What follows belongs to an exercise in optimizing a design on an open flow for small area, a short achievable clock period and few clock cycles; a production flow would make more cautious choices. Function was checked by simulation only, so behaviour that the tests miss may differ from the original. Power is estimated from default activity; no workload was simulated.

==> flow/design.v <==
module modular_reduction #(
    parameter DATA_WIDTH = 48,
    parameter Q_WIDTH    = 23
) (
    input  wire clk,
    input  wire rst_n,
    input  wire start,
    output reg  done,
    input  wire [DATA_WIDTH-1:0] data_in,
    output wire [Q_WIDTH-1:0]    data_out
);
  wire [47:0] x = data_in;
  wire [47:0] nx = ~data_in;
  wire hs0, hc0, hs1, hc1, hs2, hc2, fs0, fc0, hs3, hc3, fs1, fc1, fs2, fc2, hs4, hc4, fs3, fc3, fs4, fc4, hs5, hc5, fs5, fc5, fs6, fc6, fs7, fc7, fs8, fc8, fs9, fc9, fs10, fc10, fs11, fc11, hs6, hc6, fs12, fc12, hs7, hc7, fs13, fc13, hs8, hc8, fs14, fc14, hs9, hc9, fs15, fc15, hs10, hc10, hs11, hc11, fs16, fc16, fs17, fc17, fs18, fc18, fs19, fc19, fs20, fc20, fs21, fc21, fs22, fc22, fs23, fc23, fs24, fc24, fs25, fc25, fs26, fc26, fs27, fc27, fs28, fc28, fs29, fc29, fs30, fc30, fs31, fc31, fs32, fc32, fs33, fc33, fs34, fc34, fs35, fc35, fs36, fc36, fs37, fc37, hs12, hc12, hs13, hc13, fs38, fc38, fs39, fc39, fs40, fc40, fs41, fc41, fs42, fc42, fs43, fc43, fs44, fc44, fs45, fc45, fs46, fc46, fs47, fc47, fs48, fc48, fs49, fc49, fs50, fc50, fs51, fc51, fs52, fc52, fs53, fc53, fs54, fc54, fs55, fc55, fs56, fc56, fs57, fc57, fs58, fc58, fs59, fc59, fs60, fc60;
  assign hs0 = x[15] ^ x[25];
  assign hc0 = x[15] & x[25];
  assign hs1 = x[16] ^ x[26];
  assign hc1 = x[16] & x[26];
  assign hs2 = x[0] ^ x[23];
  assign hc2 = x[0] & x[23];
  fa3 u_fs0 (.a(x[23]), .b(x[24]), .c(x[34]), .s(fs0), .co(fc0));
  assign hs3 = x[1] ^ x[47];
  assign hc3 = x[1] & x[47];
  fa3 u_fs1 (.a(x[25]), .b(x[2]), .c(~x[35]), .s(fs1), .co(fc1));
  fa3 u_fs2 (.a(x[25]), .b(x[26]), .c(x[36]), .s(fs2), .co(fc2));
  assign hs4 = ~x[27] ^ ~x[37];
  assign hc4 = ~x[27] & ~x[37];
  fa3 u_fs3 (.a(x[13]), .b(x[23]), .c(x[33]), .s(fs3), .co(fc3));
  fa3 u_fs4 (.a(x[14]), .b(x[24]), .c(x[34]), .s(fs4), .co(fc4));
  assign hs5 = x[37] ^ x[44];
  assign hc5 = x[37] & x[44];
  fa3 u_fs5 (.a(x[35]), .b(x[38]), .c(x[45]), .s(fs5), .co(fc5));
  fa3 u_fs6 (.a(x[37]), .b(x[47]), .c(~hs0), .s(fs6), .co(fc6));
  fa3 u_fs7 (.a(x[36]), .b(x[46]), .c(hc0), .s(fs7), .co(fc7));
  fa3 u_fs8 (.a(x[38]), .b(x[39]), .c(~hs1), .s(fs8), .co(fc8));
  fa3 u_fs9 (.a(x[17]), .b(x[27]), .c(x[37]), .s(fs9), .co(fc9));
  fa3 u_fs10 (.a(x[40]), .b(x[47]), .c(hc1), .s(fs10), .co(fc10));
  fa3 u_fs11 (.a(x[18]), .b(x[28]), .c(x[38]), .s(fs11), .co(fc11));
  assign hs6 = ~x[40] ^ x[41];
  assign hc6 = ~x[40] & x[41];
  fa3 u_fs12 (.a(x[19]), .b(x[29]), .c(x[39]), .s(fs12), .co(fc12));
  assign hs7 = ~x[41] ^ x[42];
  assign hc7 = ~x[41] & x[42];
  fa3 u_fs13 (.a(x[20]), .b(x[30]), .c(x[40]), .s(fs13), .co(fc13));
  assign hs8 = ~x[42] ^ x[43];
  assign hc8 = ~x[42] & x[43];
  fa3 u_fs14 (.a(x[21]), .b(x[31]), .c(x[41]), .s(fs14), .co(fc14));
  assign hs9 = ~x[43] ^ x[44];
  assign hc9 = ~x[43] & x[44];
  fa3 u_fs15 (.a(x[22]), .b(x[32]), .c(x[42]), .s(fs15), .co(fc15));
  assign hs10 = ~x[44] ^ x[45];
  assign hc10 = ~x[44] & x[45];
  assign hs11 = x[46] ^ hs2;
  assign hc11 = x[46] & hs2;
  fa3 u_fs16 (.a(~x[44]), .b(hc2), .c(hs3), .s(fs16), .co(fc16));
  fa3 u_fs17 (.a(x[45]), .b(~hc3), .c(fc0), .s(fs17), .co(fc17));
  fa3 u_fs18 (.a(x[3]), .b(~x[46]), .c(fc1), .s(fs18), .co(fc18));
  fa3 u_fs19 (.a(~x[47]), .b(x[4]), .c(hs4), .s(fs19), .co(fc19));
  fa3 u_fs20 (.a(x[28]), .b(x[5]), .c(hc4), .s(fs20), .co(fc20));
  fa3 u_fs21 (.a(x[28]), .b(~x[29]), .c(x[39]), .s(fs21), .co(fc21));
  fa3 u_fs22 (.a(x[29]), .b(~x[30]), .c(x[40]), .s(fs22), .co(fc22));
  fa3 u_fs23 (.a(x[30]), .b(~x[31]), .c(x[41]), .s(fs23), .co(fc23));
  fa3 u_fs24 (.a(x[31]), .b(~x[32]), .c(x[42]), .s(fs24), .co(fc24));
  fa3 u_fs25 (.a(x[10]), .b(~x[32]), .c(x[33]), .s(fs25), .co(fc25));
  fa3 u_fs26 (.a(x[11]), .b(~x[33]), .c(x[34]), .s(fs26), .co(fc26));
  fa3 u_fs27 (.a(x[12]), .b(~x[34]), .c(x[35]), .s(fs27), .co(fc27));
  fa3 u_fs28 (.a(x[35]), .b(x[36]), .c(~x[43]), .s(fs28), .co(fc28));
  fa3 u_fs29 (.a(hs5), .b(fc3), .c(fs4), .s(fs29), .co(fc29));
  fa3 u_fs30 (.a(hc5), .b(fc4), .c(fs5), .s(fs30), .co(fc30));
  fa3 u_fs31 (.a(fc5), .b(~fc6), .c(fs7), .s(fs31), .co(fc31));
  fa3 u_fs32 (.a(fs9), .b(fc7), .c(fs10), .s(fs32), .co(fc32));
  fa3 u_fs33 (.a(hs6), .b(fc9), .c(fs11), .s(fs33), .co(fc33));
  fa3 u_fs34 (.a(hc6), .b(hs7), .c(fc11), .s(fs34), .co(fc34));
  fa3 u_fs35 (.a(hc7), .b(hs8), .c(fc12), .s(fs35), .co(fc35));
  fa3 u_fs36 (.a(hc8), .b(hs9), .c(fc13), .s(fs36), .co(fc36));
  fa3 u_fs37 (.a(hc9), .b(hs10), .c(fc14), .s(fs37), .co(fc37));
  assign hs12 = hc10 ^ fc15;
  assign hc12 = hc10 & fc15;
  assign hs13 = ~x[33] ^ ~x[43];
  assign hc13 = ~x[33] & ~x[43];
  fa3 u_fs38 (.a(~fs0), .b(hc11), .c(fs16), .s(fs38), .co(fc38));
  fa3 u_fs39 (.a(fs1), .b(fc16), .c(~fs17), .s(fs39), .co(fc39));
  fa3 u_fs40 (.a(fs2), .b(fc17), .c(~fs18), .s(fs40), .co(fc40));
  fa3 u_fs41 (.a(~fc2), .b(fs19), .c(fc18), .s(fs41), .co(fc41));
  fa3 u_fs42 (.a(~x[38]), .b(fc19), .c(fs20), .s(fs42), .co(fc42));
  fa3 u_fs43 (.a(x[6]), .b(~fs21), .c(fc20), .s(fs43), .co(fc43));
  fa3 u_fs44 (.a(~x[7]), .b(fc21), .c(fs22), .s(fs44), .co(fc44));
  fa3 u_fs45 (.a(~x[8]), .b(fc22), .c(fs23), .s(fs45), .co(fc45));
  fa3 u_fs46 (.a(~x[9]), .b(fc23), .c(fs24), .s(fs46), .co(fc46));
  fa3 u_fs47 (.a(x[43]), .b(fc24), .c(~fs25), .s(fs47), .co(fc47));
  fa3 u_fs48 (.a(~x[44]), .b(fc25), .c(fs26), .s(fs48), .co(fc48));
  fa3 u_fs49 (.a(~x[45]), .b(fc26), .c(fs27), .s(fs49), .co(fc49));
  fa3 u_fs50 (.a(fc27), .b(~fs28), .c(fs3), .s(fs50), .co(fc50));
  fa3 u_fs51 (.a(x[46]), .b(fc28), .c(~fs29), .s(fs51), .co(fc51));
  fa3 u_fs52 (.a(~fs6), .b(fc29), .c(fs30), .s(fs52), .co(fc52));
  fa3 u_fs53 (.a(~fs8), .b(fc30), .c(fs31), .s(fs53), .co(fc53));
  fa3 u_fs54 (.a(~fc8), .b(fc31), .c(fs32), .s(fs54), .co(fc54));
  fa3 u_fs55 (.a(fc10), .b(fs33), .c(fc32), .s(fs55), .co(fc55));
  fa3 u_fs56 (.a(fs12), .b(fc33), .c(fs34), .s(fs56), .co(fc56));
  fa3 u_fs57 (.a(fs13), .b(fc34), .c(fs35), .s(fs57), .co(fc57));
  fa3 u_fs58 (.a(fs14), .b(fc35), .c(fs36), .s(fs58), .co(fc58));
  fa3 u_fs59 (.a(fs15), .b(fc36), .c(fs37), .s(fs59), .co(fc59));
  fa3 u_fs60 (.a(~x[45]), .b(hs12), .c(fc37), .s(fs60), .co(fc60));
  wire [25:0] ra = {1'b0, fc60, fc59, fc58, fc57, fc56, fc55, fc54, fc53, fc52, ~fc51, fc50, fc49, fc48, ~fc47, ~fc46, ~fc45, ~fc44, fc43, fc42, fc41, ~fc40, fc39, fc38, hc13, hs13};
  wire [25:0] rb = {1'b0, hc12, fs60, fs59, fs58, fs57, fs56, fs55, fs54, fs53, fs52, ~fs51, fs50, fs49, fs48, ~fs47, ~fs46, ~fs45, ~fs44, fs43, fs42, fs41, ~fs40, fs39, fs38, hs11};
  wire [25:0] g0 = ra & rb;
  wire [25:0] p0 = ra ^ rb;
  wire G0_1 = g0[1] | (p0[1] & g0[0]);
  wire G0_3 = g0[3] | (p0[3] & g0[2]);
  wire P0_3 = p0[3] & p0[2];
  wire G0_5 = g0[5] | (p0[5] & g0[4]);
  wire P0_5 = p0[5] & p0[4];
  wire G0_7 = g0[7] | (p0[7] & g0[6]);
  wire P0_7 = p0[7] & p0[6];
  wire G0_9 = g0[9] | (p0[9] & g0[8]);
  wire P0_9 = p0[9] & p0[8];
  wire G0_11 = g0[11] | (p0[11] & g0[10]);
  wire P0_11 = p0[11] & p0[10];
  wire G0_13 = g0[13] | (p0[13] & g0[12]);
  wire P0_13 = p0[13] & p0[12];
  wire G0_15 = g0[15] | (p0[15] & g0[14]);
  wire P0_15 = p0[15] & p0[14];
  wire G0_17 = g0[17] | (p0[17] & g0[16]);
  wire P0_17 = p0[17] & p0[16];
  wire G0_19 = g0[19] | (p0[19] & g0[18]);
  wire P0_19 = p0[19] & p0[18];
  wire G0_21 = g0[21] | (p0[21] & g0[20]);
  wire P0_21 = p0[21] & p0[20];
  wire G0_23 = g0[23] | (p0[23] & g0[22]);
  wire P0_23 = p0[23] & p0[22];
  wire G0_25 = g0[25] | (p0[25] & g0[24]);
  wire P0_25 = p0[25] & p0[24];
  wire G1_2 = g0[2] | (p0[2] & G0_1);
  wire G1_3 = G0_3 | (P0_3 & G0_1);
  wire G1_6 = g0[6] | (p0[6] & G0_5);
  wire P1_6 = p0[6] & P0_5;
  wire G1_7 = G0_7 | (P0_7 & G0_5);
  wire P1_7 = P0_7 & P0_5;
  wire G1_10 = g0[10] | (p0[10] & G0_9);
  wire P1_10 = p0[10] & P0_9;
  wire G1_11 = G0_11 | (P0_11 & G0_9);
  wire P1_11 = P0_11 & P0_9;
  wire G1_14 = g0[14] | (p0[14] & G0_13);
  wire P1_14 = p0[14] & P0_13;
  wire G1_15 = G0_15 | (P0_15 & G0_13);
  wire P1_15 = P0_15 & P0_13;
  wire G1_18 = g0[18] | (p0[18] & G0_17);
  wire P1_18 = p0[18] & P0_17;
  wire G1_19 = G0_19 | (P0_19 & G0_17);
  wire P1_19 = P0_19 & P0_17;
  wire G1_22 = g0[22] | (p0[22] & G0_21);
  wire P1_22 = p0[22] & P0_21;
  wire G1_23 = G0_23 | (P0_23 & G0_21);
  wire P1_23 = P0_23 & P0_21;
  wire G2_4 = g0[4] | (p0[4] & G1_3);
  wire G2_5 = G0_5 | (P0_5 & G1_3);
  wire G2_6 = G1_6 | (P1_6 & G1_3);
  wire G2_7 = G1_7 | (P1_7 & G1_3);
  wire G2_12 = g0[12] | (p0[12] & G1_11);
  wire P2_12 = p0[12] & P1_11;
  wire G2_13 = G0_13 | (P0_13 & G1_11);
  wire P2_13 = P0_13 & P1_11;
  wire G2_14 = G1_14 | (P1_14 & G1_11);
  wire P2_14 = P1_14 & P1_11;
  wire G2_15 = G1_15 | (P1_15 & G1_11);
  wire P2_15 = P1_15 & P1_11;
  wire G2_20 = g0[20] | (p0[20] & G1_19);
  wire P2_20 = p0[20] & P1_19;
  wire G2_21 = G0_21 | (P0_21 & G1_19);
  wire P2_21 = P0_21 & P1_19;
  wire G2_22 = G1_22 | (P1_22 & G1_19);
  wire P2_22 = P1_22 & P1_19;
  wire G2_23 = G1_23 | (P1_23 & G1_19);
  wire P2_23 = P1_23 & P1_19;
  wire G3_8 = g0[8] | (p0[8] & G2_7);
  wire G3_9 = G0_9 | (P0_9 & G2_7);
  wire G3_10 = G1_10 | (P1_10 & G2_7);
  wire G3_11 = G1_11 | (P1_11 & G2_7);
  wire G3_12 = G2_12 | (P2_12 & G2_7);
  wire G3_13 = G2_13 | (P2_13 & G2_7);
  wire G3_14 = G2_14 | (P2_14 & G2_7);
  wire G3_15 = G2_15 | (P2_15 & G2_7);
  wire G3_24 = g0[24] | (p0[24] & G2_23);
  wire P3_24 = p0[24] & P2_23;
  wire G3_25 = G0_25 | (P0_25 & G2_23);
  wire P3_25 = P0_25 & P2_23;
  wire G4_16 = g0[16] | (p0[16] & G3_15);
  wire G4_17 = G0_17 | (P0_17 & G3_15);
  wire G4_18 = G1_18 | (P1_18 & G3_15);
  wire G4_19 = G1_19 | (P1_19 & G3_15);
  wire G4_20 = G2_20 | (P2_20 & G3_15);
  wire G4_21 = G2_21 | (P2_21 & G3_15);
  wire G4_22 = G2_22 | (P2_22 & G3_15);
  wire G4_23 = G2_23 | (P2_23 & G3_15);
  wire G4_24 = G3_24 | (P3_24 & G3_15);
  wire G4_25 = G3_25 | (P3_25 & G3_15);
  wire [25:0] cy = {G4_24, G4_23, G4_22, G4_21, G4_20, G4_19, G4_18, G4_17, G4_16, G3_15, G3_14, G3_13, G3_12, G3_11, G3_10, G3_9, G3_8, G2_7, G2_6, G2_5, G2_4, G1_3, G1_2, G0_1, g0[0], 1'b0};
  wire [25:0] y_next = p0 ^ cy;
  reg [25:0] y;
  always @(posedge clk) begin
    y <= y_next;
  end
  always @(posedge clk or negedge rst_n) begin
    if (!rst_n) done <= 1'b0;
    else        done <= start;
  end
  wire [2:0]  yh = y[25:23];
  wire [9:0]  H  = y[22:13];
  wire [12:0] L  = y[12:0];
  wire        allH = &H[9:3];
  wire        Lnz  = |L[12:3];
  wire upc, up, b3, c16, b3_0, b3_1, b13_0, b13_1, c16_0, c16_1;
  wire [2:0] l3, h3, l3_0, l3_1, h3_0, h3_1;
  wire tup_new_n12, tup_new_n13, tup_new_n14, tup_new_n15, tup_new_n16, tup_new_n17, tup_new_n18, tup_new_n19, tup_new_n20, tup_new_n21, tup_new_n22, tup_new_n23, tup_new_n24, tup_new_n25, tup_new_n26, tup_new_n27, tup_new_n28, tup_new_n29, tup_new_n30, tup_new_n31, tup_new_n32, tup_new_n33, tup_new_n34;
  assign tup_new_n12 = ~yh[0] & ~H[0];
  assign tup_new_n13 = yh[0] & H[0];
  assign tup_new_n14 = ~Lnz & ~tup_new_n13;
  assign tup_new_n15 = ~L[2] & tup_new_n14;
  assign tup_new_n16 = H[0] & L[0];
  assign tup_new_n17 = L[1] & tup_new_n16;
  assign tup_new_n18 = tup_new_n15 & ~tup_new_n17;
  assign tup_new_n19 = ~tup_new_n12 & ~tup_new_n18;
  assign tup_new_n20 = ~H[1] & ~tup_new_n19;
  assign tup_new_n21 = ~yh[2] & ~tup_new_n20;
  assign tup_new_n22 = yh[1] & ~tup_new_n21;
  assign tup_new_n23 = ~yh[2] & ~yh[1];
  assign tup_new_n24 = H[2] & ~tup_new_n23;
  assign tup_new_n25 = yh[2] & ~tup_new_n15;
  assign tup_new_n26 = ~H[2] & ~tup_new_n25;
  assign tup_new_n27 = H[2] & L[2];
  assign tup_new_n28 = ~L[1] & tup_new_n14;
  assign tup_new_n29 = ~tup_new_n16 & tup_new_n28;
  assign tup_new_n30 = ~tup_new_n27 & tup_new_n29;
  assign tup_new_n31 = ~tup_new_n12 & ~tup_new_n30;
  assign tup_new_n32 = H[1] & tup_new_n31;
  assign tup_new_n33 = ~tup_new_n26 & tup_new_n32;
  assign tup_new_n34 = ~tup_new_n24 & ~tup_new_n33;
  assign upc = ~tup_new_n22 & ~tup_new_n34;
  assign up = allH & upc;
  wire tl0_new_n11, tl0_new_n12, tl0_new_n13, tl0_new_n14, tl0_new_n15, tl0_new_n16, tl0_new_n17, tl0_new_n18, tl0_new_n19, tl0_new_n20, tl0_new_n21, tl0_new_n23, tl0_new_n24, tl0_new_n25, tl0_new_n26, tl0_new_n27, tl0_new_n29, tl0_new_n30, tl0_new_n31, tl0_new_n33, tl0_new_n34;
  assign tl0_new_n11 = yh[0] & ~L[0];
  assign tl0_new_n12 = ~L[1] & tl0_new_n11;
  assign tl0_new_n13 = yh[2] & tl0_new_n12;
  assign tl0_new_n14 = ~yh[1] & tl0_new_n13;
  assign tl0_new_n15 = yh[2] & yh[1];
  assign tl0_new_n16 = L[1] & ~tl0_new_n11;
  assign tl0_new_n17 = yh[1] & ~tl0_new_n16;
  assign tl0_new_n18 = ~yh[2] & ~tl0_new_n12;
  assign tl0_new_n19 = ~tl0_new_n17 & tl0_new_n18;
  assign tl0_new_n20 = ~L[2] & ~tl0_new_n19;
  assign tl0_new_n21 = ~tl0_new_n15 & tl0_new_n20;
  assign b3_0 = tl0_new_n14 | tl0_new_n21;
  assign tl0_new_n23 = ~tl0_new_n14 & ~tl0_new_n19;
  assign tl0_new_n24 = L[2] & ~tl0_new_n23;
  assign tl0_new_n25 = ~yh[2] & ~L[2];
  assign tl0_new_n26 = tl0_new_n12 & ~tl0_new_n25;
  assign tl0_new_n27 = tl0_new_n21 & ~tl0_new_n26;
  assign l3_0[2] = tl0_new_n24 | tl0_new_n27;
  assign tl0_new_n29 = ~tl0_new_n12 & ~tl0_new_n16;
  assign tl0_new_n30 = ~yh[1] & ~tl0_new_n29;
  assign tl0_new_n31 = tl0_new_n17 & tl0_new_n18;
  assign l3_0[1] = tl0_new_n30 | tl0_new_n31;
  assign tl0_new_n33 = ~yh[0] & L[0];
  assign tl0_new_n34 = ~tl0_new_n11 & ~tl0_new_n33;
  assign l3_0[0] = ~tl0_new_n15 & ~tl0_new_n34;
  assign b13_0 = b3_0 & ~Lnz;
  wire th0_new_n12, th0_new_n13, th0_new_n14, th0_new_n15, th0_new_n16, th0_new_n17, th0_new_n18, th0_new_n19, th0_new_n20, th0_new_n21, th0_new_n22, th0_new_n23, th0_new_n24, th0_new_n25, th0_new_n26, th0_new_n27, th0_new_n28, th0_new_n29, th0_new_n30, th0_new_n32, th0_new_n33, th0_new_n34, th0_new_n35, th0_new_n36, th0_new_n37, th0_new_n38, th0_new_n39, th0_new_n40, th0_new_n41, th0_new_n42, th0_new_n43, th0_new_n44, th0_new_n45, th0_new_n46, th0_new_n47, th0_new_n48, th0_new_n49, th0_new_n50, th0_new_n51, th0_new_n52, th0_new_n54, th0_new_n55, th0_new_n56, th0_new_n57, th0_new_n58, th0_new_n59, th0_new_n61, th0_new_n62, th0_new_n63, th0_new_n64, th0_new_n65, th0_new_n66;
  assign th0_new_n12 = ~yh[1] & ~H[1];
  assign th0_new_n13 = yh[2] & yh[1];
  assign th0_new_n14 = ~th0_new_n12 & ~th0_new_n13;
  assign th0_new_n15 = yh[0] & ~b13_0;
  assign th0_new_n16 = H[0] & th0_new_n15;
  assign th0_new_n17 = ~yh[2] & ~H[2];
  assign th0_new_n18 = th0_new_n16 & ~th0_new_n17;
  assign th0_new_n19 = th0_new_n14 & th0_new_n18;
  assign th0_new_n20 = ~yh[0] & b13_0;
  assign th0_new_n21 = ~H[0] & th0_new_n20;
  assign th0_new_n22 = ~H[1] & th0_new_n21;
  assign th0_new_n23 = yh[2] & H[2];
  assign th0_new_n24 = ~th0_new_n22 & th0_new_n23;
  assign th0_new_n25 = ~yh[1] & th0_new_n24;
  assign th0_new_n26 = yh[1] & H[1];
  assign th0_new_n27 = ~yh[2] & th0_new_n26;
  assign th0_new_n28 = ~th0_new_n21 & th0_new_n27;
  assign th0_new_n29 = H[2] & th0_new_n28;
  assign th0_new_n30 = ~th0_new_n25 & ~th0_new_n29;
  assign c16_0 = th0_new_n19 | ~th0_new_n30;
  assign th0_new_n32 = H[1] & th0_new_n18;
  assign th0_new_n33 = ~th0_new_n23 & th0_new_n32;
  assign th0_new_n34 = H[1] & th0_new_n16;
  assign th0_new_n35 = th0_new_n24 & ~th0_new_n34;
  assign th0_new_n36 = ~th0_new_n13 & ~th0_new_n35;
  assign th0_new_n37 = ~th0_new_n33 & th0_new_n36;
  assign th0_new_n38 = ~th0_new_n16 & th0_new_n17;
  assign th0_new_n39 = ~th0_new_n26 & th0_new_n38;
  assign th0_new_n40 = ~yh[2] & th0_new_n12;
  assign th0_new_n41 = ~H[2] & th0_new_n40;
  assign th0_new_n42 = ~th0_new_n39 & ~th0_new_n41;
  assign th0_new_n43 = yh[1] & th0_new_n16;
  assign th0_new_n44 = ~th0_new_n21 & th0_new_n26;
  assign th0_new_n45 = ~th0_new_n43 & ~th0_new_n44;
  assign th0_new_n46 = H[2] & ~th0_new_n45;
  assign th0_new_n47 = yh[2] & H[1];
  assign th0_new_n48 = ~H[2] & ~th0_new_n47;
  assign th0_new_n49 = ~th0_new_n40 & ~th0_new_n48;
  assign th0_new_n50 = th0_new_n21 & ~th0_new_n49;
  assign th0_new_n51 = ~th0_new_n46 & ~th0_new_n50;
  assign th0_new_n52 = th0_new_n42 & th0_new_n51;
  assign h3_0[2] = th0_new_n37 & th0_new_n52;
  assign th0_new_n54 = ~th0_new_n16 & ~th0_new_n21;
  assign th0_new_n55 = th0_new_n12 & ~th0_new_n38;
  assign th0_new_n56 = ~th0_new_n27 & ~th0_new_n55;
  assign th0_new_n57 = ~th0_new_n54 & th0_new_n56;
  assign th0_new_n58 = th0_new_n14 & ~th0_new_n26;
  assign th0_new_n59 = th0_new_n54 & ~th0_new_n58;
  assign h3_0[1] = ~th0_new_n57 & ~th0_new_n59;
  assign th0_new_n61 = th0_new_n20 & ~th0_new_n41;
  assign th0_new_n62 = ~H[0] & ~th0_new_n15;
  assign th0_new_n63 = ~th0_new_n61 & th0_new_n62;
  assign th0_new_n64 = H[0] & th0_new_n20;
  assign th0_new_n65 = ~th0_new_n13 & ~th0_new_n16;
  assign th0_new_n66 = ~th0_new_n64 & th0_new_n65;
  assign h3_0[0] = ~th0_new_n63 & th0_new_n66;
  wire tl1_new_n11, tl1_new_n12, tl1_new_n13, tl1_new_n14, tl1_new_n15, tl1_new_n16, tl1_new_n17, tl1_new_n18, tl1_new_n19, tl1_new_n20, tl1_new_n21, tl1_new_n23, tl1_new_n24, tl1_new_n25, tl1_new_n26, tl1_new_n27, tl1_new_n29, tl1_new_n30, tl1_new_n31, tl1_new_n32, tl1_new_n34, tl1_new_n35, tl1_new_n36;
  assign tl1_new_n11 = ~yh[0] & L[0];
  assign tl1_new_n12 = L[1] & tl1_new_n11;
  assign tl1_new_n13 = ~L[1] & ~tl1_new_n11;
  assign tl1_new_n14 = ~yh[1] & ~tl1_new_n13;
  assign tl1_new_n15 = ~tl1_new_n12 & ~tl1_new_n14;
  assign tl1_new_n16 = ~yh[2] & ~tl1_new_n15;
  assign tl1_new_n17 = L[2] & ~tl1_new_n13;
  assign tl1_new_n18 = yh[2] & ~tl1_new_n17;
  assign tl1_new_n19 = ~yh[1] & tl1_new_n18;
  assign tl1_new_n20 = ~yh[2] & ~L[2];
  assign tl1_new_n21 = ~tl1_new_n19 & ~tl1_new_n20;
  assign b3_1 = ~tl1_new_n16 & ~tl1_new_n21;
  assign tl1_new_n23 = ~tl1_new_n16 & tl1_new_n21;
  assign tl1_new_n24 = ~L[2] & tl1_new_n16;
  assign tl1_new_n25 = ~L[2] & ~tl1_new_n14;
  assign tl1_new_n26 = ~tl1_new_n20 & tl1_new_n25;
  assign tl1_new_n27 = ~tl1_new_n24 & ~tl1_new_n26;
  assign l3_1[2] = ~tl1_new_n23 & tl1_new_n27;
  assign tl1_new_n29 = ~tl1_new_n12 & ~tl1_new_n13;
  assign tl1_new_n30 = ~yh[2] & yh[1];
  assign tl1_new_n31 = tl1_new_n29 & tl1_new_n30;
  assign tl1_new_n32 = ~yh[1] & ~tl1_new_n29;
  assign l3_1[1] = tl1_new_n31 | tl1_new_n32;
  assign tl1_new_n34 = yh[2] & yh[1];
  assign tl1_new_n35 = yh[0] & ~L[0];
  assign tl1_new_n36 = ~tl1_new_n11 & ~tl1_new_n35;
  assign l3_1[0] = ~tl1_new_n34 & tl1_new_n36;
  assign b13_1 = b3_1 & ~Lnz;
  wire th1_new_n12, th1_new_n13, th1_new_n14, th1_new_n15, th1_new_n16, th1_new_n17, th1_new_n18, th1_new_n19, th1_new_n20, th1_new_n21, th1_new_n22, th1_new_n23, th1_new_n24, th1_new_n26, th1_new_n27, th1_new_n28, th1_new_n29, th1_new_n30, th1_new_n31, th1_new_n32, th1_new_n33, th1_new_n34, th1_new_n35, th1_new_n37, th1_new_n38, th1_new_n39, th1_new_n40, th1_new_n42, th1_new_n43, th1_new_n44, th1_new_n45, th1_new_n46;
  assign th1_new_n12 = ~yh[2] & H[2];
  assign th1_new_n13 = b13_1 & ~H[0];
  assign th1_new_n14 = ~b13_1 & H[0];
  assign th1_new_n15 = ~yh[0] & ~th1_new_n14;
  assign th1_new_n16 = ~th1_new_n13 & ~th1_new_n15;
  assign th1_new_n17 = ~H[1] & ~th1_new_n16;
  assign th1_new_n18 = H[1] & th1_new_n16;
  assign th1_new_n19 = ~yh[1] & ~th1_new_n18;
  assign th1_new_n20 = ~th1_new_n17 & ~th1_new_n19;
  assign th1_new_n21 = th1_new_n12 & th1_new_n20;
  assign th1_new_n22 = ~H[2] & ~th1_new_n18;
  assign th1_new_n23 = yh[2] & ~yh[1];
  assign th1_new_n24 = ~th1_new_n22 & th1_new_n23;
  assign c16_1 = th1_new_n21 | th1_new_n24;
  assign th1_new_n26 = ~yh[2] & ~H[2];
  assign th1_new_n27 = th1_new_n20 & th1_new_n26;
  assign th1_new_n28 = yh[2] & H[2];
  assign th1_new_n29 = ~th1_new_n26 & ~th1_new_n28;
  assign th1_new_n30 = th1_new_n19 & th1_new_n29;
  assign th1_new_n31 = th1_new_n12 & th1_new_n17;
  assign th1_new_n32 = th1_new_n18 & th1_new_n28;
  assign th1_new_n33 = ~yh[1] & th1_new_n32;
  assign th1_new_n34 = ~th1_new_n31 & ~th1_new_n33;
  assign th1_new_n35 = ~th1_new_n30 & th1_new_n34;
  assign h3_1[2] = th1_new_n27 | ~th1_new_n35;
  assign th1_new_n37 = ~th1_new_n17 & ~th1_new_n18;
  assign th1_new_n38 = ~yh[2] & yh[1];
  assign th1_new_n39 = ~th1_new_n37 & th1_new_n38;
  assign th1_new_n40 = ~yh[1] & th1_new_n37;
  assign h3_1[1] = th1_new_n39 | th1_new_n40;
  assign th1_new_n42 = yh[2] & yh[1];
  assign th1_new_n43 = ~th1_new_n13 & ~th1_new_n14;
  assign th1_new_n44 = yh[0] & th1_new_n43;
  assign th1_new_n45 = ~yh[0] & ~th1_new_n43;
  assign th1_new_n46 = ~th1_new_n44 & ~th1_new_n45;
  assign h3_1[0] = ~th1_new_n42 & th1_new_n46;
  assign b3 = up ? b3_1 : b3_0;
  assign l3 = up ? l3_1 : l3_0;
  assign c16 = up ? c16_1 : c16_0;
  assign h3 = up ? h3_1 : h3_0;
  wire [9:0]  fl;
  genvar gi;
  generate
    for (gi = 0; gi < 10; gi = gi + 1) begin : g_dec
      if (gi == 0) begin : g0
        assign fl[gi] = b3;
      end else begin : gn
        assign fl[gi] = b3 & ~|L[gi+2:3];
      end
    end
  endgenerate
  wire [9:0]  mid = L[12:3] ^ fl;
  wire [6:0]  fh;
  generate
    for (gi = 0; gi < 7; gi = gi + 1) begin : g_inc
      if (gi == 0) begin : g0
        assign fh[gi] = c16;
      end else begin : gn
        assign fh[gi] = c16 & (&H[gi+2:3]);
      end
    end
  endgenerate
  wire [6:0]  hi = H[9:3] ^ fh;
  assign data_out = {hi, h3, mid, l3};
endmodule
module fa3 (
    input  wire a,
    input  wire b,
    input  wire c,
    output wire s,
    output wire co
);
  assign s  = a ^ b ^ c;
  assign co = (a & b) | (a & c) | (b & c);
endmodule
==> flow/flow/run.sh <==
#!/bin/bash
# Own layout flow: the standard flow with two changes.
#  - Synthesis: the standard flow's synthesis script, except that Yosys's extract_fa runs
#    only inside module fa3 (the RTL's full adder), which is kept as its own
#    module until the final flatten, so every fa3 becomes one
#    sky130_fd_sc_hd__fa_1 and all other logic is left to abc (no half adders
#    and no inverters forced around extracted adders). Everything else,
#    including the final flatten and renaming, is synth_recipe.tcl as given.
#  - abc runs flow/abc.script instead of ORFS's abc_area/abc_speed script.
#  - Port buffers: plain sky130_fd_sc_hd__buf_1 instead of the buffer that
#    buffer_ports picks by itself (a 0.5 ns clkdlybuf4s50_1).
set -euo pipefail
W=$PWD
grep -q 'extract_fa {\*}\[dont_use_extract_fa_args\]' "$FLOW_HOME/scripts/synth.tcl"
grep -q '^  log_cmd abc {\*}$abc_args$' "$FLOW_HOME/scripts/synth.tcl"
sed -e 's/extract_fa {\*}\[dont_use_extract_fa_args\]/extract_fa -fa fa3/' \
  -e "s#^  log_cmd abc {\*}\$abc_args\$#  lset abc_args 1 $W/flow/abc.script\n  log_cmd abc {*}\$abc_args#" \
  "$FLOW_HOME/scripts/synth.tcl" > "$W/own_synth_body.tcl"
grep -q "flow/abc.script" "$W/own_synth_body.tcl"
sed "s#source \$::env(SCRIPTS_DIR)/synth.tcl#source $W/own_synth_body.tcl#" \
  "$W/synth_recipe.tcl" > "$W/own_synth.tcl"
grep -q "own_synth_body.tcl" "$W/own_synth.tcl"
bash standard.sh "SYNTH_SCRIPT=$W/own_synth.tcl" "SYNTH_KEEP_MODULES=fa3" \
  "BUFFER_PORTS_ARGS=-buffer_cell sky130_fd_sc_hd__buf_1" finish > standard.log 2>&1
==> flow/flow/abc.script <==
&get -n
&st
&dch
&nf -R 1000
&put
topo
stime -c
buffer -c
upsize -c
dnsize -c
==> flow/standard.sh <==
#!/bin/bash
# synth_recipe.tcl (not shown) runs the flow's synth.tcl, then flattens the netlist and writes it again
# the make line also repeats each setting of config.mk as NAME=value (left out here)
make -C /OpenROAD-flow-scripts/flow DESIGN_CONFIG=/design/flow/config.mk WORK_HOME=/design/flow/orfs CLKGATE_MAP_FILE= SYNTH_SCRIPT=/design/flow/synth_recipe.tcl "${@:-finish}"
==> flow/config.mk <==
export PLATFORM = sky130hd
export DESIGN_NAME = modular_reduction
export DESIGN_NICKNAME = modular_reduction
export VERILOG_FILES = /design/flow/design.v
export SDC_FILE = /design/flow/constraint.sdc
export NUM_CORES = 4
export LEC_CHECK = 0
export ABC_AREA = 1
export CAP_MARGIN = 20
export CORE_MARGIN = 2
export CORE_UTILIZATION = 40
export SETUP_SLACK_MARGIN = 0.6
export SLEW_MARGIN = 20
==> flow/constraint.sdc <==
create_clock -name core_clock -period 5.0 [get_ports {clk}]
set_input_delay 1.0000 -clock core_clock [delete_from_list [all_inputs] [get_ports {clk}]]
set_output_delay 1.0000 -clock core_clock [all_outputs]
set_load 0.01 [all_outputs]
==> impl_results.rst, run 1 <==
.. list-table::
   :header-rows: 1

   * - Metric
     - Value
   * - Post-placement setup slack
     - 0.191 ns
   * - Detailed-route via count
     - 3143
   * - Count of antenna diodes in the layout
     - 0
   * - Count of hold-fix buffers inserted at cts
     - 0
   * - Final number of max-transition violations
     - 0
   * - TritonRoute pass-1 iters
     - 4
   * - Yosys warnings
     - 1
   * - Routed wire per std cell
     - 13.7 µm
   * - Global-route wire length before repair
     - 13.9 mm
   * - Smallest hold slack
     - 0.474 ns
   * - IO Port Bufs
     - 74
   * - Clk Tree Root Cell
     - clkbuf_8
   * - Post-synthesis to final-layout area growth
     - 18.2%
   * - X dimension of the die
     - 103 µm
   * - Clock sink count
     - 27
   * - Data required, critical path
     - 4.00 ns
   * - Synthesized flop and latch total
     - 27
   * - Slew of the pin with the lowest slew margin
     - 0.476 ns
   * - Num ports
     - 75
   * - Unrepaired setup endpoints after global routing
     - true
   * - Path class of the lowest-slack min-delay path
     - input pin to asynchronous set/reset pin
   * - Avg Vias per Cell
     - 4.84
   * - Fill cell instance count of the final layout
     - 955
   * - Register area
     - 554 µm²
   * - Shortest clock period the worst path allows after layout
     - 4.35 ns
   * - Worst setup SP type
     - flop
   * - Clock tree buffer depth
     - 2
   * - Commonest non-fill, non-tap cell in the layout
     - buf_1
   * - Post-synth top flop
     - dfxtp_1
   * - Setup ws final
     - 0.651 ns
   * - Peak supply drop
     - 0.163 mV
   * - DRC
     - 0
   * - Max_cap viols
     - 0
   * - Inserted Clock Buffers
     - 3
   * - Commonest cells after routing, fill and taps aside
     - buf_1 (62), fa_1 (61), nand2_1 (41), xnor2_1 (40), nor2_1 (37)
   * - Setup TNS Final
     - 0 ns
   * - Synthesized area
     - 3890 µm²
   * - Post-detail-place hpwl
     - 7.81 mm
   * - Proportion of synthesized chip area in sequential cells
     - 14.0%
   * - Final number of hold-violating endpoints
     - 0
   * - Maximum number of pins on one net before global-route repair
     - 17
   * - Cell variety after synth
     - 59
   * - Capturing element type of the critical path
     - output pin
   * - Setup violations, final
     - 0
   * - Die height
     - 103 µm
   * - Global-route usage over all layers
     - 16.9%
   * - Async set-reset flop share out of synthesis
     - 3.70%
   * - Die ar.
     - 10500 µm²
   * - FP Rows
     - 36
   * - Number of global-route vias before repair
     - 3005
   * - Final RePlAce weighted congestion
     - 0.940
   * - Maximum operating frequency
     - 230 MHz
   * - Number of antenna violations at the first check in global routing
     - 0
   * - Starting Density
     - 40.6%
   * - Initial DRC Count
     - 99
   * - Number of flops mapped to enable cells by yosys
     - 0
   * - Post-synth net total
     - 541
   * - Clock transition at the register clock pins on the worst setup and hold paths after CTS
     - 0.09 ns
   * - Total overflow reported by the global router
     - 0
   * - Arrival time at the worst endpoint
     - 3.35 ns
   * - Final worst-path cycle share
     - 87.0%
   * - Leakage power summed over all cells
     - 1.83 nW
   * - Post-synthesis average cell area
     - 9.08 µm²
   * - Clock tree from TritonCTS
     - built
   * - H-tree depth
     - 1
   * - Post-route antenna net violation count
     - 0
   * - Power density of the placed cells
     - 541 nW/µm²
   * - Slew margin rel.
     - 68.3%
   * - Placeable Area
     - 9590 µm²
   * - Share of cells above drive strength 1
     - 16.5%
   * - Maximum fanout encountered on the critical timing path
     - 5
   * - Setup Crit Path Kind
     - flop to output pin
   * - Multi-input gate area
     - 3290 µm²
   * - Number of nets at the end of the flow
     - 629
   * - Cells after Synth
     - 429
   * - Result of the run
     - finished clean
   * - Routed wire length
     - 8.90 mm
==> final timing paths <==
path                       start     endpoint  slack, ns  depth (start not counted)
max in group asynchronous  rst_n         done       4.43                          1
min in group core_clock    start         done       0.83                          1
worst min-delay path       rst_n         done       0.47                          1
worst max-delay path        y[6]  data_out[6]       0.65                         16
==> synthesized netlist by cell type, types with 2 or more instances <==
cell type,number,area [µm²]
fa_1,61,1220
nand2_1,43,161
xnor2_1,40,350
nor2_1,39,146
inv_1,33,124
xor2_1,32,280
dfxtp_1,26,521
a21oi_1,19,95.1
o21ai_0,19,95.1
nand3_1,11,55.1
nor2b_1,10,62.6
nand2b_1,8,50.1
a31oi_1,6,37.5
and2_1,5,31.3
maj3_1,5,50.1
maj3_2,4,45.0
nor2_2,4,25.0
or2_2,4,25.0
buf_2,3,15.0
clkbuf_1,3,11.3
nand4_1,3,18.8
nor3_1,3,15.0
o21ai_1,3,15.0
o22ai_1,3,18.8
a21oi_2,2,17.5
a32oi_1,2,17.5
and2b_1,2,15.0
buf_1,2,7.51
mux2i_1,2,20.0
nand4_2,2,25.0
nor3_2,2,20.0
==> through the flow <==
| stage | power [W] | utilization [%] | instances | area [µm²] |
|---|---|---|---|---|
| 2_1_floorplan | 0.00183 | - | 429 | 3890 |
| 3_3_place_gp | 0.00219 | 45.3 | 634 | 4350 |
| 3_5_place_dp | 0.00223 | 45.3 | 634 | 4350 |
| 4_1_cts | 0.00240 | 46.4 | 640 | 4450 |
| 5_1_grt | 0.00274 | 48.0 | 649 | 4600 |
| 6_report | 0.00249 | 48.0 | 649 | 4600 |
==> report_power, final <==
| group | internal, W | total (W) | switching (W) |
|---|---|---|---|
| clock network | 0.0000570 | 0.000123 | 0.0000656 |
| registers | 0.000349 | 0.000505 | 0.000156 |
| logic | 0.000837 | 0.00187 | 0.00103 |
| total | 0.00124 | 0.00249 | 0.00125 |
==> logic make-up (layout without fill, tap and decap cells) <==
logic type,after synthesis,after routing,synth area share [%]
fa+ha+maj,70,70,33.8
simple gates,148,148,19.6
xor+xnor,73,73,16.6
mux,5,5,1.54
buf+inv,42,129,4.24
compound gates,64,64,10.2
flops,27,27,14.0
==> worst max-delay path: stages (launching register included) <==
cell and delay, ns:
dfxtp_2 0.35, nor4_4 0.37, nand2_1 0.16, nor3_4 0.16, nand2_2 0.09, or2_4 0.26
a21oi_2 0.12, nor2_2 0.06, and2_4 0.19, nor2_4 0.11, nor2_4 0.06, a21oi_2 0.14
or3_4 0.20, mux2_4 0.36, o41ai_4 0.24, nand2_1 0.08, buf_1 0.13
==> cell type report <==
type	instances	area share [%]
Tap cell	133	3.61
Inverter	33	2.69
Sequential cell	27	12.0
Clock buffer	4	0.978
Timing Repair Buffer	92	9.29
Multi-Input combinational cell	360	71.4
==> metal layers <==
layer  wire [µm]  track usage, %  up-vias
met1        3800            20.9     1507
met5           0               0        -
met3         298            1.56        4
li1            -               -     1565
met2        4740            32.4       67
met4          59            2.77        0
==> timing repair <==
action / CTS / global route
gates resized for setup: 10 / 29
pin swaps: 3 / 6
buffers inserted: 2 / 9
endpoints found under the setup margin: 23 / 28
==> modules after synthesis, one instance, submodules excluded <==
module | cells | cell area [µm²] | copies in the design
fa3 | 1 | 20.0 | 61
modular_reduction | 368 | 2670 | 1
==> flip-flops by register name, indices dropped and copies added (netlist names) <==
register / count
y: 26
done: 1
Testbench counts, summed over its fixed seeds: cycles 16,000.
==> run 2: changes to the inputs <==
==> flow/flow/abc.script (replaced) <==
strash
dch
map -a
topo
stime -c
buffer -c
upsize -c
dnsize -c
==> run 2 against run 1 <==
  * Sequential power is 9.1% lower
  * Sequential share of layout area is 0.084 points higher
  * Setup slack improved by 0.19 ns
  * Flip-flop and latch count unchanged
  * First-iteration DRC count increased by 3.0%
  * Core utilization shrank 1.4 points
==> impl_results.rst, run 2 <==
.. list-table::
   :header-rows: 1

   * - Metric
     - Value
   * - Post-synth net total
     - 633
   * - Total overflow reported by the global router
     - 0
   * - Placeable Area
     - 9680 µm²
   * - Max_cap viols
     - 0
   * - TritonRoute pass-1 iters
     - 4
   * - Net switching fraction of the power
     - 53.8%
   * - Data required, critical path
     - 5.18 ns
   * - Largest registers
     - y (26), done (1)
   * - IO Port Bufs
     - 74
   * - Setup TNS Final
     - 0 ns
   * - Launch point of the worst path
     - data_in[26]
   * - Slew margin rel.
     - 71.7%
   * - Commonest cells in the synthesized netlist
     - nor2_1 (120), inv_1 (88), fa_1 (61)
   * - Post-route antenna net violation count
     - 0
   * - Avg Vias per Cell
     - 4.81
   * - Clk Tree Root Cell
     - clkbuf_8
   * - Num ports
     - 75
   * - Dominant cell by count in the synthesized netlist
     - nor2_1
   * - Result of the run
     - finished clean
   * - Global routing met2 resource utilization
     - 33.5%
   * - Starting Density
     - 40.7%
   * - Post-synth top flop
     - dfxtp_1
   * - Power share of the sequential group
     - 20.3%
   * - DP Cell Count
     - 726
   * - Setup Crit Path Kind
     - input pin to flop
   * - Share of cells above drive strength 1
     - 8.86%
   * - Post-detail-place hpwl
     - 8.27 mm
   * - Commonest cells after routing, fill and taps aside
     - nor2_1 (113), inv_1 (87), buf_1 (68), fa_1 (61), nand2_1 (51)
   * - Proportion of synthesized chip area in sequential cells
     - 13.8%
   * - Cells after Synth
     - 521
   * - Path class of the lowest-slack min-delay path
     - input pin to asynchronous set/reset pin
   * - Async set-reset flop share out of synthesis
     - 3.70%
   * - Internal Power
     - 0.00104 W
   * - DRC
     - 0
   * - Post-synthesis average cell area
     - 7.57 µm²
   * - Routing layer with the top usage in global route
     - met2
   * - Dominant combinational cell family by area after synthesis
     - adder cells
   * - Post-synthesis to final-layout area growth
     - 14.4%
   * - Peak supply drop
     - 0.157 mV
   * - Final RePlAce weighted congestion
     - 0.879
   * - Global-route wire length before repair
     - 15.9 mm
   * - Synthesized area
     - 3940 µm²
   * - Arrival time at the worst endpoint
     - 4.33 ns
   * - Maximum operating frequency
     - 241 MHz
   * - Net switching power
     - 0.00122 W
   * - Clock tree buffer depth
     - 2
   * - Maximum number of pins on one net before global-route repair
     - 17
   * - Shortest clock period the worst path allows after layout
     - 4.16 ns
   * - Count of hold-fix buffers inserted at cts
     - 0
   * - Post-synthesis xor/xnor area fraction
     - 8.44%
   * - Clock transition at the register clock pins on the worst setup and hold paths after CTS
     - 0.09 ns
   * - Register bank with the most flops
     - y
   * - Final number of hold-violating endpoints
     - 0
   * - Register area
     - 547 µm²
   * - Die ar.
     - 10700 µm²
   * - Global-route usage over all layers
     - 19.0%
   * - Slew of the pin with the lowest slew margin
     - 0.423 ns
   * - X dimension of the die
     - 103 µm
   * - Met3 demand-to-capacity share in global routing
     - 2.42%
   * - Number of global-route vias before repair
     - 3532
   * - H-tree depth
     - 1
   * - Top post-synthesis cells by area
     - fa_1 (31%), dfxtp_1 (13%), nor2_1 (11%), inv_1 (8.4%), xor2_1 (4.9%)
   * - Fill cell instance count of the final layout
     - 1040
   * - Met1 global-route usage
     - 25.7%
   * - Share of the synthesized area in the top cell type
     - 31.0%
   * - Routed wire per std cell
     - 12.7 µm
   * - Cell Count, Final, Fillers Out
     - 731
   * - FP Rows
     - 36
   * - Routed wire length
     - 9.27 mm
   * - Inserted Clock Buffers
     - 3
   * - Largest area contributor in the netlist
     - fa_1
   * - Capturing element type of the critical path
     - flop
   * - Clock tree from TritonCTS
     - built
   * - Worst setup SP type
     - input pin
   * - Number of nets at the end of the flow
     - 711
   * - Yosys warnings
     - 1
   * - Leakage power summed over all cells
     - 1.96 nW
   * - Compound-cell area share of the yosys netlist
     - 12.8%
   * - Number of flops mapped to enable cells by yosys
     - 0
   * - Initial DRC Count
     - 102
   * - Final number of max-transition violations
     - 0
   * - Cell variety after synth
     - 43
   * - Commonest non-fill, non-tap cell in the layout
     - nor2_1
   * - Clock sink count
     - 27
   * - Synthesized flop and latch total
     - 27
   * - Area share of and/or/nand/nor cells after synthesis
     - 24.1%
   * - Number of flip-flops in the largest register
     - 26
   * - Count of antenna diodes in the layout
     - 0
   * - Multi-input gate area
     - 3090 µm²
   * - Die height
     - 103 µm
   * - Number of antenna violations at the first check in global routing
     - 0
   * - Final worst-path cycle share
     - 83.1%
   * - Maximum fanout encountered on the critical timing path
     - 4
   * - Unrepaired setup endpoints after global routing
     - true
   * - Detailed-route via count
     - 3515
   * - Setup violations, final
     - 0
   * - Adder-cell share of the synthesized area
     - 31.5%
   * - Clk network pwr share
     - 5.7%
   * - Proportion of synthesized area in mux cells
     - 0%
   * - Final core area utilization
     - 46.6%
   * - Power share of the combinational group
     - 74.0%
   * - Power density of the placed cells
     - 501 nW/µm²
run 2: through the flow:
| step | power [W] | instance area (µm²) | setup WS (ns) | hold WS, ns |
|---|---|---|---|---|
| 2_1_floorplan | 0.00169 | 3940 | 0.761 | 0.704 |
| 3_3_place_gp | 0.00208 | 4380 | 0.387 | 0.767 |
| 3_5_place_dp | 0.00210 | 4380 | 0.282 | 0.767 |
| 4_1_cts | 0.00225 | 4450 | 0.699 | 0.458 |
| 5_1_grt | 0.00255 | 4510 | 0.579 | 0.457 |
| 6_report | 0.00226 | 4510 | 0.843 | 0.463 |
run 2: Yosys stat by module, one instance, submodules excluded:
module             area, µm²  cells inside  flops+latches
modular_reduction       2720           460             27
fa3                     20.0             1              0
run 2: routing by layer:
layer / up-vias / share of wire [%] / wire [µm]
li1: 1777 / - / -
met1: 1642 / 44 / 4110
met2: 91 / 48 / 4490
met3: 5 / 6.6 / 612
met4: 0 / 0.71 / 66
met5: - / 0 / 0
run 2: power groups by stage:
stage / clock network (W) / logic [W] / registers, W
6_report: 0.000128 / 0.00167 / 0.000459
5_1_grt: 0.000140 / 0.00193 / 0.000477
4_1_cts: 0.000133 / 0.00166 / 0.000447
3_5_place_dp: 0 / 0.00165 / 0.000449
3_3_place_gp: 0 / 0.00163 / 0.000447
2_1_floorplan: 0 / 0.00128 / 0.000409
run 2: cells by family after synthesis:
logic type               after synthesis
AO/OA/AOI/OAI                         78
flip-flops                            27
adder cells (fa/ha/maj)               63
buffers and inverters                 97
AND/OR/NAND/NOR                      218
XOR/XNOR                              38
run 2: final cells by class:
type,instances,share of cell area (%)
Clock buffer,3,0.915
Sequential cell,27,12.1
Inverter,94,7.91
Clock inverter,1,0.166
Timing Repair Buffer,76,6.66
Tap cell,133,3.69
Multi-Input combinational cell,397,68.5
run 2: worst max-delay path by stage:
stage,endpoint,slack (ns),cells past startpoint
floorplan,y[25],0.76,15
global placement,y[25],0.39,15
finish,y[25],0.84,16
global route,data_out[22],0.58,19
detailed placement,y[25],0.28,15
CTS,y[25],0.70,15
run 2: what timing repair did:
item,4_1_cts,5_1_grt
setup buffers,0,1
endpoints found under the setup margin,6,15
cloned,0,0
resized for setup,3,22
pin swaps,0,3
run 2: worst max-delay path, stage by stage:
cell	delay, ns
clkbuf_2	0.12
and2_1	0.15
fa_1	0.49
fa_1	0.43
fa_1	0.51
and2_1	0.15
nor2_1	0.08
a21oi_1	0.18
nor2_1	0.06
nor2_1	0.12
nor2_1	0.06
nor2_1	0.13
o21ai_1	0.11
a221oi_2	0.33
o31ai_4	0.13
maj3_2	0.30
==> run 3: changes to the inputs <==
--- a/flow/config.mk
+++ b/flow/config.mk
@@ -11,3 +11,3 @@
 export CORE_UTILIZATION = 40
-export SETUP_SLACK_MARGIN = 0.6
+export SETUP_SLACK_MARGIN = 0.3
 export SLEW_MARGIN = 20
==> run 3 against run 2 <==
  * Flip-flop and latch count unchanged
  * Synthesized area unchanged
  * Maximum frequency decreased by 4.9%
  * Critical path depth increased by 2
  * Die area unchanged
  * Global-route usage about the same
  * Synthesized cell count is the same
  * Largest cell class unchanged
  * Still clean
  * Core utilization fell by 0.70 points
  * Cell count decreased by 0.14%
  * Sequential share of layout area rose by 0.16 points
  * Largest power group unchanged
  * Critical path type is now flop to output pin
  * Combinational power about the same
==> impl_results.rst, run 3 <==
.. list-table::
   :header-rows: 1

   * - Metric
     - Value
   * - Clock tree buffer depth
     - 2
   * - Count of antenna diodes in the layout
     - 0
   * - Smallest hold slack
     - 0.466 ns
   * - Yosys warnings
     - 1
   * - Commonest cells in the synthesized netlist
     - nor2_1 (120), inv_1 (88), fa_1 (61)
   * - Cell variety after synth
     - 43
   * - Slew margin rel.
     - 71.7%
   * - TritonRoute pass-1 iters
     - 4
   * - Number of global-route vias before repair
     - 3520
   * - Die height
     - 103 µm
   * - Placeable Area
     - 9680 µm²
   * - Capturing element type of the critical path
     - output pin
   * - Stages on the worst setup path
     - 18
   * - Number of flops mapped to enable cells by yosys
     - 0
   * - Cells after Synth
     - 521
   * - Standard cell with the maximum stage delay on the critical path
     - dfxtp_1
   * - Routed wire length
     - 9.23 mm
   * - Global-route usage over all layers
     - 19.0%
   * - Maximum number of pins on one net before global-route repair
     - 17
   * - Result of the run
     - finished clean
   * - Path class of the lowest-slack min-delay path
     - input pin to asynchronous set/reset pin
   * - Post-synthesis to final-layout area growth
     - 12.7%
   * - Maximum fanout encountered on the critical timing path
     - 7
   * - Proportion of synthesized chip area in sequential cells
     - 13.8%
   * - Clock tree from TritonCTS
     - built
   * - Final RePlAce weighted congestion
     - 0.879
   * - Instance area at placement
     - 4380 µm²
   * - Inserted Clock Buffers
     - 3
   * - DP Cell Count
     - 726
   * - Shortest clock period the worst path allows after layout
     - 4.37 ns
   * - Num ports
     - 75
   * - Largest area contributor in the netlist
     - fa_1
   * - X dimension of the die
     - 103 µm
   * - Dominant cell by count in the synthesized netlist
     - nor2_1
   * - Buffers & Inverters on Critical Path
     - 5
   * - Commonest non-fill, non-tap cell in the layout
     - nor2_1
   * - Cell Count, Final, Fillers Out
     - 730
   * - Number of nets at the end of the flow
     - 710
   * - Largest registers
     - y (26), done (1)
   * - Top post-synthesis cells by area
     - fa_1 (31%), dfxtp_1 (13%), nor2_1 (11%), inv_1 (8.4%), xor2_1 (4.9%)
   * - DRC
     - 0
   * - Setup Crit Path Kind
     - flop to output pin
   * - Worst setup SP type
     - flop
   * - Number of setup buffers added after CTS
     - 0
   * - Share of the synthesized area in the top cell type
     - 31.0%
   * - Delay of the slowest cell on the worst path
     - 0.34 ns
   * - Synthesized area
     - 3940 µm²
   * - Cell repeated most along the worst path
     - nor2_1
   * - Power density of the placed cells
     - 501 nW/µm²
   * - Final worst-path cycle share
     - 87.4%
   * - Slew of the pin with the lowest slew margin
     - 0.423 ns
   * - Final number of max-transition violations
     - 0
   * - Clock transition at the register clock pins on the worst setup and hold paths after CTS
     - 0.09 ns
   * - Synthesized flop and latch total
     - 27
   * - Data required, critical path
     - 4.00 ns
   * - Register bank with the most flops
     - y
   * - Cell chain of the critical path
     - nor4_2 > nand2_1 > nor3_1 > inv_1 > nor3_1 > a21oi_1 > nor3_1 > nor2_1 > buf_4 > nor2_1 > a21oi_2 > nor2_1 > inv_1 > nor2_1 > inv_1 > o21ai_0 > o21ai_0 > buf_1
   * - Detailed-route via count
     - 3517
   * - Routed wire per std cell
     - 12.6 µm
   * - Total overflow reported by the global router
     - 0
   * - Share of cells above drive strength 1
     - 5.70%
   * - IO Port Bufs
     - 74
   * - Maximum operating frequency
     - 229 MHz
   * - Setup violations, final
     - 0
   * - Max_cap viols
     - 0
   * - FP Rows
     - 36
   * - Commonest cells after routing, fill and taps aside
     - nor2_1 (119), inv_1 (88), buf_1 (74), fa_1 (61), nand2_1 (51)
   * - Global-route wire length before repair
     - 15.9 mm
   * - Die ar.
     - 10700 µm²
   * - Initial DRC Count
     - 122
   * - Finished layout cell area
     - 4440 µm²
   * - Number of antenna violations at the first check in global routing
     - 0
   * - Clock sink count
     - 27
   * - Post-synth top flop
     - dfxtp_1
   * - Async set-reset flop share out of synthesis
     - 3.70%
   * - H-tree depth
     - 1
   * - Avg Vias per Cell
     - 4.82
   * - Post-route antenna net violation count
     - 0
   * - Number of flip-flops in the largest register
     - 26
   * - Post-synth net total
     - 633
   * - Clk Tree Root Cell
     - clkbuf_8
   * - Setup TNS Final
     - 0 ns
   * - Peak supply drop
     - 0.155 mV
   * - Post-synthesis average cell area
     - 7.57 µm²
   * - Final number of hold-violating endpoints
     - 0
   * - Arrival time at the worst endpoint
     - 3.37 ns
   * - Starting Density
     - 40.7%
   * - Post-detail-place hpwl
     - 8.27 mm
   * - Category of cells accounting for the largest share of critical-path delay
     - simple AND/OR/NAND/NOR gates
   * - Unrepaired setup endpoints after global routing
     - true
   * - Leakage power summed over all cells
     - 1.94 nW
[run 3: cell count changes in the layout (fill, tap and decap cells not counted), moves of 3 or more]
cell,change
nor3_2,-3
clkbuf_2,-6
nor2_2,-5
nor2_1,+6
nor3_1,+4
buf_1,+6
[run 3: metrics by stage]
stage | power, W | utilization (%) | setup slack, ns
5_1_grt | 0.00251 | 45.9 | 0.249
6_report | 0.00222 | 45.9 | 0.628
2_1_floorplan | 0.00169 | - | 0.761
4_1_cts | 0.00223 | 45.7 | 0.482
3_3_place_gp | 0.00208 | 45.2 | 0.387
3_5_place_dp | 0.00210 | 45.2 | 0.282
[run 3: final timing paths]
kind                       start           to
worst max-delay path        y[3]  data_out[6]
worst min-delay path       rst_n         done
max in group asynchronous  rst_n         done
min in group core_clock    start         done
[run 3: final cells by class]
type | count | area (µm²)
well taps | 133 | 166
clock buffers | 3 | 41.3
fillers | 1042 | 5240
flip-flops and latches | 27 | 546
repair buffers | 75 | 285
inverters | 94 | 353
clock inverters | 1 | 7.51
multi-input cells | 397 | 3040
[run 3: modules after synthesis (local to each module, per instance)]
module / flip-flops and latches / times used / area [µm²]
fa3: 0 / 61 / 20.0
modular_reduction: 27 / 1 / 2720
[run 3: repair_timing]
| item | 4_1_cts | 5_1_grt |
|---|---|---|
| hold buffers | 0 | 0 |
| endpoints found under the hold margin | 0 | 0 |
| resized for setup | 0 | 3 |
| setup endpoints to repair | 0 | 9 |
[run 3: layer usage]
layer  routed length (µm)  track usage, %
met1                 4160            25.7
met2                 4450            33.3
met3                  554            2.42
met4                   65            3.24
met5                    0               0
[run 3: logic make-up after synthesis]
logic type	after synthesis	synth area share [%]
simple gates	218	24.1
buf+inv	97	9.33
compound gates	78	12.8
xor+xnor	38	8.44
fa+ha+maj	63	31.5
flops	27	13.8
[run 3: report_power, final]
part	internal, W	switching [W]
logic	0.000637	0.00101
clock network	0.0000566	0.0000692
registers	0.000339	0.000108

[port drivers added, routing unchanged]
In the flow no input, the clock included, has a driving cell. The finished layouts below were timed again as built, in two steps.
Step 1 sets driving cells, clkbuf_16 on the clock port and buf_2 on the other inputs (assumed; they add their load-dependent delay and slew).
Step 2 moves the port delays by t, midway between the first and last clock arrival at a register: inputs arrive t later, outputs are due t later. That takes back most of the time a late clock gives input paths.
Three values: no drivers, after step 1, after step 2; two values: the first two.
| run | t, ns | setup WS [ns] | hold WS [ns] | latest minus earliest clock arrival (ns) | slew at the worst register clock pin (ns) |
|---|---|---|---|---|---|
| run 1 | 0.294 | 0.651 / 0.621 / 0.437 | 0.474 / 0.468 / 0.762 | 0.004 / 0.004 | 0.09 / 0.09 |
| run 2 | 0.307 | 0.843 / 0.848 / 0.541 | 0.463 / 0.458 / 0.765 | 0.004 / 0.004 | 0.09 / 0.09 |
| run 3 | 0.303 | 0.628 / 0.599 / 0.404 | 0.466 / 0.461 / 0.764 | 0.002 / 0.002 | 0.09 / 0.09 |
After both steps setup and hold are still met in every run listed. The setup slack of run 2, which loses most, moves by +0.005 ns with the drivers and by -0.302 ns with both steps.
